This design comes from an exercise in tuning for small area on the open sky130 flow, not from production work. The RTL was checked by simulation tests, not by an equivalence proof against the original design. No activity file was given, so power comes from the tool's default toggle rates.

[constraint.sdc]
create_clock -name core_clock -period 10.0 [get_ports {clk_32}]
set_input_delay 2.0000 -clock core_clock [delete_from_list [all_inputs] [get_ports {clk_32}]]
set_output_delay 2.0000 -clock core_clock [all_outputs]
set_load 0.01 [all_outputs]
[flow/abc_area.script]
strash
dch -f
amap -F 2 -A 8
topo
strash
dch -f
amap -F 2 -A 8
topo
[config.mk]
export PLATFORM = sky130hd
export DESIGN_NAME = spinn_neu_if
export DESIGN_NICKNAME = spinn_neu_if
export VERILOG_FILES = /design/flow/design.v
export SDC_FILE = /design/flow/constraint.sdc
export NUM_CORES = 4
export LEC_CHECK = 0
export ABC_AREA = 1
export CAP_MARGIN = 20
export CORE_MARGIN = 2
export CORE_UTILIZATION = 40
export SLEW_MARGIN = 20
[standard.sh]
#!/bin/bash
# synth_recipe.tcl (not shown) runs the flow's synth.tcl, then flattens the netlist and writes it again
# the make line also repeats each setting of config.mk as NAME=value (left out here)
make -C /OpenROAD-flow-scripts/flow DESIGN_CONFIG=/design/flow/config.mk WORK_HOME=/design/flow/orfs CLKGATE_MAP_FILE= SYNTH_SCRIPT=/design/flow/synth_recipe.tcl "${@:-finish}"
[design.v]
`timescale 1ns / 1ps
module synchronizer #
(
  parameter SIZE = 1
)
(
  input                   clk,
  input      [SIZE - 1:0] in,
  output reg [SIZE - 1:0] out
);
  reg [SIZE - 1:0] sync;
  always @(posedge clk) begin
    sync <= in;
    out  <= sync;
  end
endmodule
`timescale 1ns / 1ps
module spinn_receiver
(
  input             clk,
  input             rst,
  input             enable,
  output reg        err,
  input       [6:0] data_2of7,
  output reg        ack,
  output reg [31:0] pkt_key,
  output reg        pkt_mc,
  output reg        pkt_par,
  output reg        pkt_vld,
  input             pkt_rdy,
  output      [2:0] dbg_state
);
  localparam REST_ST = 3'd0;
  localparam IDLE_ST = 3'd1;
  localparam TRAN_ST = 3'd2;
  localparam WTRD_ST = 3'd3;
  localparam ERR0_ST = 3'd4;
  localparam EOP0_ST = 3'd5;
  localparam PARK_ST = 3'd6;
  reg  [2:0] state;
  reg  [6:0] old_data_2of7;
  reg  [4:0] cnt;
  reg        long_pkt;
  reg [31:0] key;            
  reg        key_mc;         
  reg        par_a, par_b;   
  wire [6:0] d = data_2of7 ^ old_data_2of7;
  reg dat, eop, nsb;
  always @(*) begin
    dat = 1'b0;
    eop = 1'b0;
    nsb = 1'b1;
    case (d)
      7'b0010001, 7'b0010010, 7'b0010100, 7'b0011000,
      7'b0100001, 7'b0100010, 7'b0100100, 7'b0101000,
      7'b1000001, 7'b1000010, 7'b1000100, 7'b1001000,
      7'b0000011, 7'b0000110, 7'b0001100, 7'b0001001: dat = 1'b1;
      7'b1100000:                                     eop = 1'b1;
      7'd0, 7'd1, 7'd2, 7'd4, 7'd8, 7'd16, 7'd32, 7'd64: nsb = 1'b0;
      default: ;
    endcase
  end
  wire bad = nsb & ~dat & ~eop;
  wire       g3 = ~(d[4] | d[5] | d[6]);
  wire [3:0] symbol;
  assign symbol[3] = d[6] | g3;
  assign symbol[2] = d[5] | g3;
  assign symbol[1] = d[3] | (~g3 & d[2]);
  assign symbol[0] = g3 ? ((d[1] & d[2]) | (d[0] & d[3])) : (d[1] | d[3]);
  wire       sym_par = ^symbol;
  wire busy    = pkt_vld & ~pkt_rdy;
  wire exp_eop = (~long_pkt & (cnt == 5'd10)) | (cnt == 5'd18);
  wire short18 = ~long_pkt & (cnt == 5'd18);
  wire st_idle = (state == IDLE_ST);
  wire st_tran = (state == TRAN_ST);
  wire st_err  = (state == ERR0_ST);
  wire st_eop  = (state == EOP0_ST);
  wire st_wtrd = (state == WTRD_ST);
  wire take = ((st_eop & exp_eop) | st_wtrd) & ~busy;
  wire adv = (st_idle & nsb) | (st_tran & (dat | bad)) |
             ((st_eop | st_wtrd) & ~busy) | (st_err & (nsb | (cnt == 5'd31)));
  always @(posedge clk or posedge rst)
    if (rst)
      ack <= 1'b0;
    else if (state == REST_ST)
      ack <= 1'b1;
    else if (adv)
      ack <= ~ack;
  always @(posedge clk)
    if ((state == REST_ST) | adv)
      old_data_2of7 <= data_2of7;
  wire [4:0] cnt_inc = cnt + 5'd1;
  always @(posedge clk)
    if (st_idle)
      cnt <= {4'd0, dat};
    else if (st_tran) begin
      if (dat)
        cnt <= cnt_inc;
      else if (bad)
        cnt <= 5'd0;
    end else if (st_err)
      cnt <= cnt_inc;
  wire       sym_in = dat & (st_idle | st_tran);
  wire [4:0] cnew   = st_idle ? 5'd1 : cnt_inc;
  wire       kshift = sym_in & (~long_pkt | (cnew <= 5'd10));
  always @(posedge clk)
    if (st_idle & dat)
      long_pkt <= symbol[1];
  always @(posedge clk)
    if (kshift) begin
      key    <= {symbol, key[31:4]};
      key_mc <= ~key[3] & ~key[2];
    end
  always @(posedge clk)
    if (sym_in) begin
      par_a <= (cnew == 5'd1) ? sym_par : (par_a ^ sym_par);
      par_b <= (cnew == 5'd9) ? sym_par : (par_b ^ sym_par);
    end
  always @(posedge clk)
    pkt_key <= ({32{take}} & key) | ({32{busy}} & pkt_key);
  always @(posedge clk)
    if (take) begin
      pkt_mc  <= key_mc;
      pkt_par <= short18 ? par_b : par_a;
    end
  always @(posedge clk or posedge rst)
    if (rst)
      pkt_vld <= 1'b0;
    else
      pkt_vld <= take | busy;
  always @(posedge clk or posedge rst)
    if (rst)
      err <= 1'b0;
    else
      err <= st_err;
  always @(posedge clk or posedge rst)
    if (rst)
      state <= REST_ST;
    else
      case (state)
        REST_ST, PARK_ST:
          state <= enable ? IDLE_ST : PARK_ST;
        IDLE_ST:
          if (dat)
            state <= TRAN_ST;
          else if (bad)
            state <= ERR0_ST;
        TRAN_ST:
          if (bad)
            state <= ERR0_ST;
          else if (eop)
            state <= EOP0_ST;
        EOP0_ST:
          if (busy)
            state <= exp_eop ? WTRD_ST : EOP0_ST;
          else
            state <= enable ? IDLE_ST : PARK_ST;
        WTRD_ST:
          if (~busy)
            state <= enable ? IDLE_ST : PARK_ST;
        ERR0_ST:
          if (eop)
            state <= enable ? IDLE_ST : PARK_ST;
        default: ;
      endcase
  assign dbg_state = state;
endmodule
`timescale 1ns / 1ps
module spinn_driver
(
  input             clk,
  input             rst,
  input      [31:0] pkt_data,
  input             pkt_par,
  input             pkt_vld,
  output            pkt_rdy,
  output reg  [6:0] data_2of7,
  input             ack,
  output      [1:0] dbg_state
);
  localparam IDLE_ST = 2'd0;
  localparam TRAN_ST = 2'd1;
  localparam EOP_ST  = 2'd2;
  function [6:0] code_2of7;
    input [3:0] n;
    case (n)
      4'd0:  code_2of7 = 7'b0010001;
      4'd1:  code_2of7 = 7'b0010010;
      4'd2:  code_2of7 = 7'b0010100;
      4'd3:  code_2of7 = 7'b0011000;
      4'd4:  code_2of7 = 7'b0100001;
      4'd5:  code_2of7 = 7'b0100010;
      4'd6:  code_2of7 = 7'b0100100;
      4'd7:  code_2of7 = 7'b0101000;
      4'd8:  code_2of7 = 7'b1000001;
      4'd9:  code_2of7 = 7'b1000010;
      4'd10: code_2of7 = 7'b1000100;
      4'd11: code_2of7 = 7'b1001000;
      4'd12: code_2of7 = 7'b0000011;
      4'd13: code_2of7 = 7'b0000110;
      4'd14: code_2of7 = 7'b0001100;
      default: code_2of7 = 7'b0001001;
    endcase
  endfunction
  reg  [1:0] state;
  reg        old_ack;
  reg [31:0] buf_data;
  reg  [3:0] cnt;
  wire toggle = old_ack ^ ack;
  wire eop    = (cnt == 4'd10);
  wire first  = (cnt == 4'd1);
  wire st_idle = (state == IDLE_ST);
  wire st_tran = (state == TRAN_ST);
  wire st_eop  = (state == EOP_ST);
  wire       send_first = st_idle & pkt_vld;
  wire       send_next  = st_tran & toggle;
  wire [3:0] nib = send_first ? {3'b000, pkt_par} :
                   first      ? 4'd0 : buf_data[3:0];
  wire [6:0] sym = (send_next & eop) ? 7'b1100000 : code_2of7(nib);
  always @(posedge clk or posedge rst)
    if (rst)
      data_2of7 <= 7'd0;
    else if (send_first | send_next)
      data_2of7 <= data_2of7 ^ sym;
  always @(posedge clk)
    if (send_first | send_next)
      old_ack <= ack;
  wire buf_shift = send_next & ~first;
  wire buf_keep  = ~(send_first | buf_shift);
  always @(posedge clk) begin
    buf_data[27:0]  <= ({28{send_first}} & pkt_data[27:0]) |
                       ({28{buf_shift}} & buf_data[31:4]) |
                       ({28{buf_keep}} & buf_data[27:0]);
    if (send_first)
      buf_data[31:28] <= pkt_data[31:28];
  end
  always @(posedge clk)
    if (send_first)
      cnt <= 4'd1;
    else if (send_next)
      cnt <= cnt + 4'd1;
  assign pkt_rdy = st_idle;
  always @(posedge clk or posedge rst)
    if (rst)
      state <= IDLE_ST;
    else
      case (state)
        IDLE_ST: if (pkt_vld)           state <= TRAN_ST;
        TRAN_ST: if (toggle & eop)      state <= EOP_ST;
        EOP_ST:  if (toggle)            state <= IDLE_ST;
        default: ;
      endcase
  assign dbg_state = state;
endmodule
`timescale 1ns / 1ps
module fifo3
(
  input             clk,
  input             rst,
  input             wr,
  input             rd,
  input      [31:0] din,
  output     [31:0] dout,
  output            empty,
  output            full
);
  reg  [1:0] len;
  reg [31:0] f0, f1, f2;
  always @(posedge clk or posedge rst)
    if (rst)
      len <= 2'd0;
    else
      len <= len + {1'b0, wr} - {1'b0, rd};
  wire f0_din  = (len == 2'd0) | ((len == 2'd1) & rd);
  wire f0_nxt  = len[1] & rd;
  wire f0_keep = ~(f0_din | f0_nxt);
  wire f1_din  = ~len[1] | ((len == 2'd2) & rd);
  wire f1_nxt  = (len == 2'd3) & rd;
  wire f1_keep = ~(f1_din | f1_nxt);
  always @(posedge clk) begin
    f0 <= ({32{f0_din}} & din) | ({32{f0_nxt}} & f1) | ({32{f0_keep}} & f0);
    f1 <= ({32{f1_din}} & din) | ({32{f1_nxt}} & f2) | ({32{f1_keep}} & f1);
    f2 <= ({32{~full}} & din) | ({32{full & ~rd}} & f2);
  end
  assign dout  = f0;
  assign empty = (len == 2'd0);
  assign full  = (len == 2'd3);
endmodule
module in_mapper
(
  input             rst,
  input             clk,
  input             enable,
  output reg        dump_mode,
  output reg        offload,
  output            link_timeout,
  input             offload_on,
  input             offload_off,
  input      [31:0] tx_data_mask,
  input             link_timeout_dis,
  input      [31:0] iaer_data,
  input             iaer_vld,
  output            iaer_rdy,
  output     [31:0] ipkt_data,
  output            ipkt_par,
  output            ipkt_vld,
  input             ipkt_rdy
);
  localparam [7:0] T_START = 8'h01;
  localparam [7:0] T_END   = 8'h16;
  reg  [7:0] tcnt;
  wire [7:0] tnext = {tcnt[6:0], tcnt[7] ^ tcnt[5] ^ tcnt[4] ^ tcnt[3]};
  assign link_timeout = (tcnt == T_END);
  always @(posedge clk or posedge rst)
    if (rst)
      tcnt <= T_START;
    else if (ipkt_rdy | link_timeout_dis)
      tcnt <= T_START;
    else if (~link_timeout)
      tcnt <= tnext;
  always @(posedge clk or posedge rst)
    if (rst)
      offload <= 1'b1;
    else if (offload_off)
      offload <= 1'b0;
    else if (offload_on)
      offload <= 1'b1;
  always @(posedge clk or posedge rst)
    if (rst)
      dump_mode <= 1'b1;
    else
      dump_mode <= offload | link_timeout;
  wire fifo_full;
  wire fifo_empty;
  wire write = ~fifo_full & iaer_vld & enable;
  wire read  = ~fifo_empty & ipkt_rdy;
  fifo3 fifo
  (
    .clk   (clk),
    .rst   (rst),
    .wr    (write),
    .rd    (read),
    .din   (iaer_data & tx_data_mask),
    .dout  (ipkt_data),
    .empty (fifo_empty),
    .full  (fifo_full)
  );
  assign ipkt_par = ~(^ipkt_data);
  assign iaer_rdy = (~fifo_full | dump_mode) & enable;
  assign ipkt_vld = ~fifo_empty & ~dump_mode;
endmodule
`timescale 1ns / 1ps
module out_mapper
(
  input             rst,
  input             clk,
  output reg        parity_err,
  input             keys_enable,
  input      [31:0] start_key,
  input      [31:0] stop_key,
  output reg        cmd_start,
  output reg        cmd_stop,
  input      [31:0] rx_data_mask,
  input      [31:0] pkt_key,
  input             pkt_mc,
  input             pkt_par,
  input             pkt_vld,
  output            pkt_rdy,
  output     [31:0] oaer_data,
  output            oaer_vld,
  input             oaer_rdy
);
  wire fifo_full;
  wire fifo_empty;
  wire mc_ok    = pkt_vld & pkt_mc;
  wire is_start = (pkt_key == start_key);
  wire is_stop  = (pkt_key == stop_key);
  wire good     = mc_ok & pkt_par;
  always @(posedge clk or posedge rst)
    if (rst)
      parity_err <= 1'b0;
    else if (~fifo_full & mc_ok)
      parity_err <= ~pkt_par;
  always @(posedge clk or posedge rst)
    if (rst) begin
      cmd_start <= 1'b0;
      cmd_stop  <= 1'b0;
    end else begin
      cmd_start <= is_start & good & keys_enable;
      cmd_stop  <= is_stop  & good & keys_enable;
    end
  wire write = ~is_start & ~is_stop & ~fifo_full & good;
  wire read  = ~fifo_empty & oaer_rdy;
  fifo3 fifo
  (
    .clk   (clk),
    .rst   (rst),
    .wr    (write),
    .rd    (read),
    .din   (rx_data_mask & pkt_key),
    .dout  (oaer_data),
    .empty (fifo_empty),
    .full  (fifo_full)
  );
  assign pkt_rdy  = ~fifo_full;
  assign oaer_vld = ~fifo_empty;
endmodule
`timescale 1ns / 1ps
module spinn_neu_if #
    (
        parameter C_PSPNNLNK_WIDTH = 32,
        parameter C_HAS_TX         = "true",
        parameter C_HAS_RX         = "true"
    )
    (
        input wire         rst,
        input wire         clk_32,
        input wire         enable,
        output wire        dump_mode,
        output wire        parity_err,
        output wire        rx_err,
        output wire        offload,
        output wire        link_timeout,
        input  wire        link_timeout_dis,
        input  wire  [6:0] data_2of7_from_spinnaker,
        output wire        ack_to_spinnaker,
        output wire  [6:0] data_2of7_to_spinnaker,
        input  wire        ack_from_spinnaker,
        input  wire [31:0] iaer_addr,
        input  wire        iaer_vld,
        output wire        iaer_rdy,
        output wire [31:0] oaer_addr,
        output wire        oaer_vld,
        input  wire        oaer_rdy,
        input  wire        keys_enable,
        input  wire [31:0] start_key,
        input  wire [31:0] stop_key,
        output wire        cmd_start,
        output wire        cmd_stop,
        input  wire [31:0] tx_data_mask,
        input  wire [31:0] rx_data_mask,
        input wire         offload_off,
        input wire         offload_on,
        output wire  [2:0] dbg_rxstate,
        output wire  [1:0] dbg_txstate,
        output wire        dbg_ipkt_vld,
        output wire        dbg_ipkt_rdy,
        output wire        dbg_opkt_vld,
        output wire        dbg_opkt_rdy
    );
    wire  [6:0] s_ispinn_data;
    wire        s_ospinn_ack;
    wire [31:0] opkt_key;
    wire        opkt_mc;
    wire        opkt_par;
    wire        opkt_vld;
    wire        opkt_rdy;
    wire [31:0] ipkt_data;
    wire        ipkt_par;
    wire        ipkt_vld;
    wire        ipkt_rdy;
    synchronizer #(.SIZE(7)) sdat
    (
        .clk (clk_32),
        .in  (data_2of7_from_spinnaker),
        .out (s_ispinn_data)
    );
    spinn_receiver sr
    (
        .rst       (rst),
        .clk       (clk_32),
        .enable    (enable),
        .err       (rx_err),
        .data_2of7 (s_ispinn_data),
        .ack       (ack_to_spinnaker),
        .pkt_key   (opkt_key),
        .pkt_mc    (opkt_mc),
        .pkt_par   (opkt_par),
        .pkt_vld   (opkt_vld),
        .pkt_rdy   (opkt_rdy),
        .dbg_state (dbg_rxstate)
    );
    out_mapper om
    (
        .rst          (rst),
        .clk          (clk_32),
        .parity_err   (parity_err),
        .keys_enable  (keys_enable),
        .start_key    (start_key),
        .stop_key     (stop_key),
        .cmd_start    (cmd_start),
        .cmd_stop     (cmd_stop),
        .rx_data_mask (rx_data_mask),
        .pkt_key      (opkt_key),
        .pkt_mc       (opkt_mc),
        .pkt_par      (opkt_par),
        .pkt_vld      (opkt_vld),
        .pkt_rdy      (opkt_rdy),
        .oaer_data    (oaer_addr),
        .oaer_vld     (oaer_vld),
        .oaer_rdy     (oaer_rdy)
    );
    synchronizer #(.SIZE(1)) ssack
    (
        .clk (clk_32),
        .in  (ack_from_spinnaker),
        .out (s_ospinn_ack)
    );
    in_mapper im
    (
        .rst              (rst),
        .clk              (clk_32),
        .enable           (enable),
        .dump_mode        (dump_mode),
        .offload          (offload),
        .link_timeout     (link_timeout),
        .offload_on       (cmd_stop | offload_on),
        .offload_off      (cmd_start | offload_off),
        .tx_data_mask     (tx_data_mask),
        .link_timeout_dis (link_timeout_dis),
        .iaer_data        (iaer_addr),
        .iaer_vld         (iaer_vld),
        .iaer_rdy         (iaer_rdy),
        .ipkt_data        (ipkt_data),
        .ipkt_par         (ipkt_par),
        .ipkt_vld         (ipkt_vld),
        .ipkt_rdy         (ipkt_rdy)
    );
    spinn_driver sd
    (
        .rst       (rst),
        .clk       (clk_32),
        .pkt_data  (ipkt_data),
        .pkt_par   (ipkt_par),
        .pkt_vld   (ipkt_vld),
        .pkt_rdy   (ipkt_rdy),
        .data_2of7 (data_2of7_to_spinnaker),
        .ack       (s_ospinn_ack),
        .dbg_state (dbg_txstate)
    );
    assign dbg_ipkt_vld = ipkt_vld;
    assign dbg_ipkt_rdy = ipkt_rdy;
    assign dbg_opkt_vld = opkt_vld;
    assign dbg_opkt_rdy = opkt_rdy;
endmodule
[flow/run.sh]
#!/bin/bash
# Layout flow: the standard ORFS flow (standard.sh) with
#  - its synthesis script unchanged except for an area-only abc script
#    (abc_area.script) and no adder extraction (ADDER_MAP_FILE empty), so
#    the registers are mapped by the same dfflibmap step as the standard
#    synthesis and abc only maps the logic between them,
#  - buf_1 port buffers,
#  - a clock tree of clkbuf_4 with small sink clusters and no dummy loads.
set -euo pipefail
HERE=$(pwd)
rm -rf "$HERE/orfs_scripts"
cp -r "$FLOW_HOME/scripts" "$HERE/orfs_scripts"
cp "$HERE/flow/abc_area.script" "$HERE/orfs_scripts/abc_area.script"
export BUFFER_PORTS_ARGS="-buffer_cell sky130_fd_sc_hd__buf_1"
export CTS_ARGS="-sink_clustering_enable -repair_clock_nets -dont_use_dummy_load -buf_list sky130_fd_sc_hd__clkbuf_4 -sink_clustering_size 10 -sink_clustering_max_diameter 40"
bash standard.sh SCRIPTS_DIR="$HERE/orfs_scripts" ADDER_MAP_FILE= finish > "$HERE/standard.log" 2>&1
==> results of run 1 <==
==> synthesized netlist by cell type, types with 3 or more instances <==
| cell type | instances |
|---|---|
| nor4_1 | 11 |
| a31oi_1 | 5 |
| o22ai_1 | 70 |
| a22o_1 | 10 |
| nand3_1 | 5 |
| nand4_1 | 6 |
| dfrtp_1 | 29 |
| o221ai_1 | 4 |
| or2_0 | 3 |
| nor2_1 | 132 |
| a221o_1 | 33 |
| nor2b_1 | 6 |
| a22oi_1 | 33 |
| a2111oi_0 | 7 |
| edfxtp_1 | 51 |
| dfstp_2 | 3 |
| xor2_1 | 5 |
| a222oi_1 | 93 |
| a21oi_1 | 77 |
| a211oi_1 | 6 |
| nand2_1 | 142 |
| dfxtp_1 | 276 |
| o21ai_0 | 111 |
| o21a_1 | 5 |
| nor3_1 | 49 |
| clkinv_1 | 258 |
==> final timing paths <==
path | start | endpoint | slack (ns) | cells past startpoint
min in group asynchronous | rst | sr.err$_DFF_PP0_ | 1.34 | 3
max in group asynchronous | rst | sd.data_2of7[3]$_DFFE_PP0P_ | 8.21 | 3
setup / recovery | im.fifo.len[1]$_DFF_PP0_ | iaer_rdy | 5.15 | 5
hold reg to reg | sdat.sync[6]$_DFF_P_ | sdat.out[6]$_DFF_P_ | 0.30 | 0
hold / removal | sdat.sync[6]$_DFF_P_ | sdat.out[6]$_DFF_P_ | 0.30 | 0
setup reg to reg | om.fifo.len[0]$_DFF_PP0_ | sr.old_data_2of7[0]$_DFFE_PP_ | 6.06 | 8
==> cell type report <==
class | count | area (um2)
Timing Repair Buffer | 250 | 998.5
Tap cell | 448 | 560.5
Fill cell | 3269 | 17880
Multi-Input combinational cell | 830 | 4921
Inverter | 258 | 968.4
Clock buffer | 56 | 420.4
Antenna cell | 4 | 10.01
Sequential cell | 359 | 7861
==> registers in the layout (all words and copies together) (netlist names), 3 cells and up <==
| signal | flops |
|---|---|
| im.fifo.f0 | 32 |
| im.fifo.f1 | 32 |
| im.fifo.f2 | 32 |
| om.fifo.f0 | 32 |
| om.fifo.f1 | 32 |
| om.fifo.f2 | 32 |
| sd.buf_data | 32 |
| sr.key | 32 |
| sr.pkt_key | 32 |
| im.tcnt | 8 |
| sd.data_2of7 | 7 |
| sdat.out | 7 |
| sdat.sync | 7 |
| sr.old_data_2of7 | 7 |
| sr.cnt | 5 |
| sd.cnt | 4 |
| sr.state | 3 |
==> cell families after synthesis <==
group	synth area share, %
AOI/OAI and AO/OA	24.13
xor gates and xnor gates	0.3846
buffers and inverters	7.087
DFF	57.53
and+or+nand+nor	10.87
==> metal layers <==
| metal | wire [um] | share of wire (%) | vias up |
|---|---|---|---|
| met5 | 0 | 0 | - |
| met4 | 991 | 2.6 | 0 |
| met3 | 2634 | 6.9 | 70 |
| met2 | 17340 | 45 | 398 |
| met1 | 17320 | 45 | 5491 |
| li1 | - | - | 5934 |
==> through the flow <==
step | instance area [um2] | instances | setup WS, ns | util [%] | hold slack (ns)
after floorplan | 13660 | 1447 | 4.400 | - | 0.3096
after global placement | 15310 | 2145 | 5.325 | 45.54 | 0.3138
after detailed placement | 15310 | 2145 | 5.302 | 45.54 | 0.3144
after CTS | 15730 | 2201 | 5.054 | 46.79 | 0.2997
after global routing | 15740 | 2203 | 4.884 | 46.81 | 0.3051
final | 15740 | 2205 | 5.146 | 46.82 | 0.2967
==> power by group <==
group	leakage, nW	switching, mW	internal (mW)
sequential	3.12	0.287	1.90
clock	0.258	0.474	0.254
combinational	2.12	1.14	0.579
==> results.json, run 1 <==
{
  "dieArea_um2": 35650,
  "drc_errors": 0,
  "arrival_ns": 2.85,
  "final_common_cell": "dfxtp_1",
  "global_route.usage.met1_pct": 29.04,
  "synth_area_leader_cell": "dfxtp_1",
  "syn2layout_area_growth_pct": 15.19,
  "setup_viol": 0,
  "p_leak_nw": 5.501,
  "die_y_um": 188.8,
  "max_stage_delay_ns": 0.81,
  "worstHoldPathType": "register to register",
  "overflow": 0,
  "crit_chain": "clkinv_1, nor2_4, clkinv_1, o21a_1, buf_1",
  "drt_iter0_drc": 1131,
  "start_kind": "register",
  "use_met3_pct": 3.893,
  "port_buffers": 234,
  "grt_use_total_pct": 21.15,
  "critPathMaxFanout": 34,
  "ioPinCount": 235,
  "cts_tree": "yes",
  "vias": 11890,
  "core_area_um2": 33620,
  "grt_antenna_before_repair": 2,
  "grt_pass1_vias": 11210,
  "power_density_nw_per_um2": 294.3,
  "final_layout_size_suffix_gt1_share_pct": 5.191,
  "viasPerCell": 5.394,
  "grt_max_degree": 35,
  "rows": 67,
  "grt_pass1_wl_um": 59880,
  "clock_path_buffers": 3,
  "root_buffer": "clkbuf_4",
  "ys_ff_latch": 359,
  "synthFlopType": "dfxtp_1",
  "ys_warn_count": 7,
  "place_congestion": 0.8705,
  "crit_type": "register to output pin",
  "tns_ns": 0,
  "die_x_um": 188.8,
  "synth-edff-count": 51,
  "clk_pin_slew_ns": 0.10,
  "initial_utilization_pct": 40.65,
  "total_power_mw": 4.632,
  "clk_latency_ns": 0.75,
  "min_period_ns": 4.854,
  "synth.avg_cell_area_um2": 9.443,
  "final_max_slew_viol_count": 0,
  "met2_usage_pct": 33.65,
  "maxCapViolCount": 0,
  "wl_um": 38290,
  "max_freq_ghz": 0.2060,
  "cp.buffers_inverters": 3,
  "postCtsHoldBufs": 0,
  "finalClockSkew_ns": 0.1021,
  "ys_seq_area_share_pct": 57.53,
  "cts.sinks": 359,
  "synthArstFlopShare_pct": 8.914,
  "crit_path_top_delay_cell": "nor2_4",
  "end_kind": "output pin",
  "hold_violations": 0,
  "path_common_cell": "clkinv_1",
  "final_cell_mix": "276 x dfxtp_1, 258 x clkinv_1, 234 x buf_1",
  "ir_drop_mv": 0.1471,
  "max_slew_margin_pct": 32.20,
  "layout.nets": 1932,
  "syn_area_um2": 13660,
  "grt.busiest_layer": "met2",
  "synth_top_area_share_pct": 40.44,
  "synthCells": 1447,
  "path_delay_family": "simple AND/OR/NAND/NOR gates",
  "fin_crit_sh_pct": 48.54,
  "status": "finished clean",
  "syn_nets": 1624,
  "rsz0062_at_grt": "no",
  "worst_pin_slew_ns": 1.016,
  "synth_cell_types": 41,
  "ctsResizeCount": 0,
  "dp_hpwl_um": 26010,
  "post_cts_buffers": 0,
  "post_drt_wl_per_cell_um": 17.36,
  "dr.pass1.iters": 7,
  "drtAntennaViolNets": 0,
  "cts-buffers-inserted": 56,
  "cp.required_ns": 8.00,
  "htree_levels": 2,
  "synth_area_leaders": "dfxtp_1 40%, edfxtp_1 11%, clkinv_1 7.1%"
}
==> run 2, diff against run 1 <==
--- a/config.mk
+++ b/config.mk
@@ -10,3 +10,3 @@
 export CORE_MARGIN = 2
-export CORE_UTILIZATION = 40
+export CORE_UTILIZATION = 60
 export SLEW_MARGIN = 20
==> run 2 against run 1 <==
Area after synthesis unchanged. Final cell count decreased by 7.7%. Synthesized cell count unchanged. Clock power fell by 8.5%. Sequential cell count is the same. First-iteration DRC count grew 25%. Largest cell class unchanged. Critical path type unchanged. Clock-buffer cell count down 9. Worst setup slack better by 0.35 ns. Largest power group unchanged. Worst hold slack better by 0.0099 ns.
==> results.json, run 2 <==
{
  "cts-buffers-inserted": 47,
  "synth_area_leaders": "dfxtp_1 40%, edfxtp_1 11%, clkinv_1 7.1%",
  "cp.required_ns": 8.00,
  "cts_tree": "yes",
  "fin_cells": 2036,
  "core_area_um2": 22500,
  "end_kind": "output pin",
  "utilization_pct": 68.81,
  "grt_antenna_before_repair": 4,
  "drtAntennaViolNets": 0,
  "port_buffers": 234,
  "syn2layout_area_growth_pct": 13.31,
  "yosysMostFrequentCell": "dfxtp_1",
  "p_leak_nw": 5.478,
  "worst_pin_slew_ns": 0.9991,
  "overflow": 0,
  "final_cell_area_um2": 15480,
  "postCtsHoldBufs": 0,
  "dieArea_um2": 24000,
  "synthFlopType": "dfxtp_1",
  "htree_levels": 2,
  "final_max_slew_viol_count": 0,
  "synth_cell_types": 41,
  "grt_use_total_pct": 29.44,
  "final_common_cell": "dfxtp_1",
  "max_freq_ghz": 0.2221,
  "grt_pass1_wl_um": 56480,
  "wl_um": 36160,
  "drt_iter0_drc": 1415,
  "clk_latency_ns": 0.69,
  "post_drt_wl_per_cell_um": 17.76,
  "crit_type": "register to output pin",
  "syn_area_um2": 13660,
  "root_buffer": "clkbuf_4",
  "power_density_nw_per_um2": 295.3,
  "hold_violations": 0,
  "vias": 12100,
  "ioPinCount": 235,
  "ir_drop_mv": 0.1774,
  "synthCells": 1447,
  "ys_warn_count": 7,
  "dr.pass1.iters": 6,
  "grt_pass1_vias": 11070,
  "post_cts_buffers": 0,
  "setup_ws_ns": 5.497,
  "maxCapViolCount": 0,
  "setup_viol": 0,
  "synth.avg_cell_area_um2": 9.443,
  "initial_utilization_pct": 60.72,
  "syn_nets": 1624,
  "post-place-ws_ns": 5.526,
  "rows": 55,
  "rsz0062_at_grt": "no",
  "critPathMaxFanout": 35,
  "dp_cells": 1986,
  "whs_ns": 0.3067,
  "finalClockSkew_ns": 0.05327,
  "synth-edff-count": 51,
  "final_layout_size_suffix_gt1_share_pct": 4.863,
  "dp_hpwl_um": 24330,
  "drc_errors": 0,
  "ys_ff_latch": 359,
  "ctsResizeCount": 0,
  "fin_crit_sh_pct": 45.03,
  "clock_path_buffers": 3,
  "start_kind": "register",
  "max_slew_margin_pct": 33.24,
  "die_x_um": 154.9,
  "die_y_um": 154.9,
  "synthTopCellsByCount": "276 x dfxtp_1, 258 x clkinv_1, 142 x nand2_1",
  "status": "finished clean",
  "synth_top_area_share_pct": 40.44,
  "grt_max_degree": 38,
  "total_power_mw": 4.573,
  "place_congestion": 0.8864,
  "layout.nets": 1927,
  "tns_ns": 0,
  "synth_area_leader_cell": "dfxtp_1",
  "cts.sinks": 359,
  "worstHoldPathType": "register to register",
  "min_period_ns": 4.503,
  "synthArstFlopShare_pct": 8.914,
  "final_cell_mix": "276 x dfxtp_1, 258 x clkinv_1, 234 x buf_1",
  "arrival_ns": 2.50,
  "clk_pin_slew_ns": 0.10,
  "viasPerCell": 5.945,
  "place_area_um2": 15120,
  "ys_seq_area_share_pct": 57.53
}
[run 2: cell counts after synthesis]
Identical to the previous run, type by type.
[run 2: critical path, cell delays in order, from the launching register on]
cell,delay [ns]
dfrtp_1,0.34
buf_4,0.40
clkinv_1,0.39
nor2_2,0.20
clkinv_1,0.17
o21a_1,0.20
buf_1,0.12
[run 2: layout make-up]
cell class | instances | area, um2
well taps | 285 | 356.6
flip-flops and latches | 359 | 7861
repair buffers | 254 | 1028
diodes | 3 | 7.507
fillers | 1875 | 7019
clock buffers | 47 | 352.8
inverters | 258 | 968.4
multi-input cells | 830 | 4908
[run 2: logic make-up (layout without fill, tap and decap cells)]
| family | Yosys count | count (layout) | synth area share, % |
|---|---|---|---|
| AND/OR/NAND/NOR | 357 | 357 | 10.87 |
| flip-flops | 359 | 359 | 57.53 |
| buffers and inverters | 258 | 559 | 7.087 |
| AO/OA/AOI/OAI | 467 | 467 | 24.13 |
| XOR/XNOR | 6 | 6 | 0.3846 |
| other | 0 | 3 | 0 |
[run 2: path summary, 6_finish.rpt]
kind	startpoint	endpoint	slack (ns)	depth (start not counted)
max in group asynchronous	rst	im.dump_mode$_DFF_PP1_	8.23	3
setup / recovery	im.fifo.len[1]$_DFF_PP0_	iaer_rdy	5.50	6
setup reg to reg	im.fifo.len[1]$_DFF_PP0_	sd.buf_data[21]$_DFF_P_	6.55	10
hold reg to reg	sdat.sync[6]$_DFF_P_	sdat.out[6]$_DFF_P_	0.31	0
hold / removal	sdat.sync[6]$_DFF_P_	sdat.out[6]$_DFF_P_	0.31	0
min in group asynchronous	rst	sd.data_2of7[3]$_DFFE_PP0P_	1.36	3
[run 2: where the power goes]
part           switching, mW  internal (mW)
Combinational           1.14          0.584
Clock                  0.451          0.216
Sequential             0.290           1.90
Total                   1.88           2.69
[run 2: layer usage]
layer | wire length (um) | part of all wire [%] | track usage (%) | vias up
met2 | 16010 | 44 | 45.61 | 519
li1 | - | - | - | 5926
met4 | 901 | 2.5 | 10.05 | 2
met1 | 15710 | 43 | 41.35 | 5587
met5 | 11 | 0.030 | 0 | -
met3 | 3517 | 9.7 | 6.295 | 70
==> run 3, diff against run 2 <==
--- a/config.mk
+++ b/config.mk
@@ -10,3 +10,3 @@
 export CORE_MARGIN = 2
-export CORE_UTILIZATION = 60
+export CORE_UTILIZATION = 75
 export SLEW_MARGIN = 20
==> run 3 against run 2 <==
Clock power down 2%. Maximum frequency is 0.81% higher. Highest routed layer unchanged. Synthesized cell count unchanged. Largest cell class unchanged. Core utilization up 17 points. Still clean. Sequential cell count unchanged. Critical path type is now input pin to output pin. Global-route usage up 8.5 points. Critical endpoint unchanged.
==> results.json, run 3 <==
{
  "yosysMostFrequentCell": "dfxtp_1",
  "grt_pass1_vias": 12440,
  "synthArstFlopShare_pct": 8.914,
  "drt_iter0_drc": 1749,
  "status": "finished clean",
  "hold_path_depth": 0,
  "synthTopCellsByCount": "276 x dfxtp_1, 258 x clkinv_1, 142 x nand2_1",
  "ys_ff_latch": 359,
  "setup_viol": 0,
  "tns_ns": 0,
  "port_buffers": 234,
  "wl_um": 37960,
  "crit_chain": "buf_1, o21a_1, buf_1",
  "synthFlopType": "dfxtp_1",
  "setup_ws_ns": 5.534,
  "cts_tree": "yes",
  "whs_ns": 0.2833,
  "grt_pass1_wl_um": 59650,
  "root_buffer": "clkbuf_4",
  "max_stage_delay_ns": 0.17,
  "place_area_um2": 15040,
  "cp.required_ns": 8.00,
  "ctsResizeCount": 0,
  "maxCapViolCount": 0,
  "ir_drop_mv": 0.2930,
  "final_cell_mix": "276 x dfxtp_1, 257 x clkinv_1, 234 x buf_1",
  "cts-buffers-inserted": 45,
  "clock_path_buffers": 3,
  "max_slew_margin_pct": 27.44,
  "die_x_um": 139.0,
  "ys_warn_count": 7,
  "power_density_nw_per_um2": 300.0,
  "layout.nets": 1924,
  "grt_max_degree": 38,
  "arrival_ns": 2.47,
  "utilization_pct": 85.93,
  "hold_violations": 0,
  "dp_hpwl_um": 25870,
  "dieArea_um2": 19320,
  "timing.rr.end": "om.fifo.f1[0]$_DFF_P_",
  "synth.avg_cell_area_um2": 9.443,
  "finalClockSkew_ns": 0.1018,
  "syn2layout_area_growth_pct": 12.58,
  "path_common_cell": "buf_1",
  "crit_path_top_delay_cell": "buf_1",
  "clk_pin_slew_ns": 0.09,
  "rows": 49,
  "crit_end": "iaer_rdy",
  "end_kind": "output pin",
  "synth_cell_types": 41,
  "post-place-ws_ns": 5.542,
  "vias": 12780,
  "overflow": 0,
  "htree_levels": 2,
  "synth_area_leader_cell": "dfxtp_1",
  "cts.sinks": 359,
  "fin_crit_sh_pct": 44.67,
  "synthCells": 1447,
  "final_layout_size_suffix_gt1_share_pct": 4.814,
  "post_drt_wl_per_cell_um": 19.20,
  "grt_use_total_pct": 37.95,
  "worst_pin_slew_ns": 1.086,
  "syn_nets": 1624,
  "max_freq_ghz": 0.2239,
  "final_common_cell": "dfxtp_1",
  "start_kind": "input pin",
  "worst_r2r_path_depth": 9,
  "initial_utilization_pct": 76.33,
  "worstHoldPathType": "register to register",
  "drtAntennaViolNets": 0,
  "ioPinCount": 235,
  "post_cts_buffers": 0,
  "min_period_ns": 4.467,
  "clk_latency_ns": 0.70,
  "core_area_um2": 17900,
  "synth_top_area_share_pct": 40.44,
  "drc_errors": 0,
  "synth_area_leaders": "dfxtp_1 40%, edfxtp_1 11%, clkinv_1 7.1%",
  "viasPerCell": 6.463,
  "grt_antenna_before_repair": 5,
  "critPathMaxFanout": 5,
  "final_cell_area_um2": 15380,
  "rsz0062_at_grt": "no",
  "cp-startpoint": "enable",
  "die_y_um": 139.0,
  "place_congestion": 0.9509,
  "crit_type": "input pin to output pin",
  "ys_seq_area_share_pct": 57.53,
  "final_max_slew_viol_count": 0,
  "p_leak_nw": 5.464,
  "rrSetupSlack_ns": 6.21,
  "dr.pass1.iters": 12,
  "rr_startpoint": "om.fifo.len[1]$_DFF_PP0_",
  "synth-edff-count": 51,
  "syn_area_um2": 13660,
  "postCtsHoldBufs": 0
}
==> run 3: layer usage <==
layer  global-route usage (%)  up-vias  routed length (um)
met3                    9.807      125                4785
met4                    15.05        4                1115
met2                    63.60      865               18050
met5                        0        -                  27
li1                         -     5913                   -
met1                    47.43     5871               13980
==> run 3: power by group <==
part	leakage (nW)	internal, mW	total [mW]	switching (mW)
sequential	3.12	1.90	2.20	0.306
combinational	2.13	0.581	1.76	1.18
clock	0.207	0.207	0.652	0.445
total	5.46	2.68	4.61	1.93
==> run 3: final cells by class <==
class,count,area [um2]
sequential,359,7861
multi-input combinational,830,4901
fill,995,2519
timing repair buffer,253,1021
inverter,258,968.4
clock buffer,45,337.8
tap,229,286.5
antenna,3,7.507
==> run 3: through the flow <==
stage                     cells  total power, mW
after floorplan            1447            3.299
after global placement     1929            3.805
after detailed placement   1929            3.930
after CTS                  1974            4.562
after global routing       1975            4.864
final                      1977            4.615
==> run 3: cells by family (layout without fill, tap and decap cells) <==
logic type / Yosys count / count (layout) / synth area share [%]
AO/OA/AOI/OAI: 467 / 467 / 24.13
XOR/XNOR: 6 / 6 / 0.3846
buffers and inverters: 258 / 556 / 7.087
flip-flops: 359 / 359 / 57.53
other: 0 / 3 / 0
AND/OR/NAND/NOR: 357 / 357 / 10.87
==> run 3: worst min path at each step <==
stage | start | endpoint | slack [ns]
CTS | sdat.sync[1]$_DFF_P_ | sdat.out[1]$_DFF_P_ | 0.29
detailed placement | sdat.sync[2]$_DFF_P_ | sdat.out[2]$_DFF_P_ | 0.31
global placement | sdat.sync[3]$_DFF_P_ | sdat.out[3]$_DFF_P_ | 0.31
floorplan | sdat.sync[0]$_DFF_P_ | sdat.out[0]$_DFF_P_ | 0.31
global route | sdat.sync[1]$_DFF_P_ | sdat.out[1]$_DFF_P_ | 0.29
finish | sdat.sync[1]$_DFF_P_ | sdat.out[1]$_DFF_P_ | 0.28
==> run 3: worst max-delay path: cells and delay by family <==
kind,cells,cell delay (ns)
compound gates,1,0.15
buf+inv,2,0.31

[separate check: timing with driven ports]
The flow's constraints put no driver on any port. The routed layouts listed below were extracted and timed again, unchanged, in two steps. Step 1 assumes that a clkbuf_16 drives the clock port and a buf_2 every other input. Step 2 adds t to the input delays and takes it off the output delays; t is the mean of the earliest and latest rising clock arrival at the registers after step 1. Input paths then give back, and output paths get back, about the clock's delay inside the block. a / b / c = ideal / step 1 / step 2; a / b = the first two.
| run | t (ns) | setup WS [ns] | worst setup path at the end | worst data-port slew with drivers (ns) | pins driven straight from the clock port |
|---|---|---|---|---|---|
| run 1 | 0.750 | 5.146 / 5.095 / 5.280 | input to output | 0.09 | 1 |
| run 2 | 0.702 | 5.497 / 5.453 / 5.494 | input to output | 0.08 | 1 |
| run 3 | 0.697 | 5.533 / 5.511 / 5.469 | input to register | 0.10 | 1 |
After both steps setup and hold are still met in every run listed. The setup slack of run 3, which loses most, moves by -0.022 ns with the drivers and by -0.064 ns with both steps.
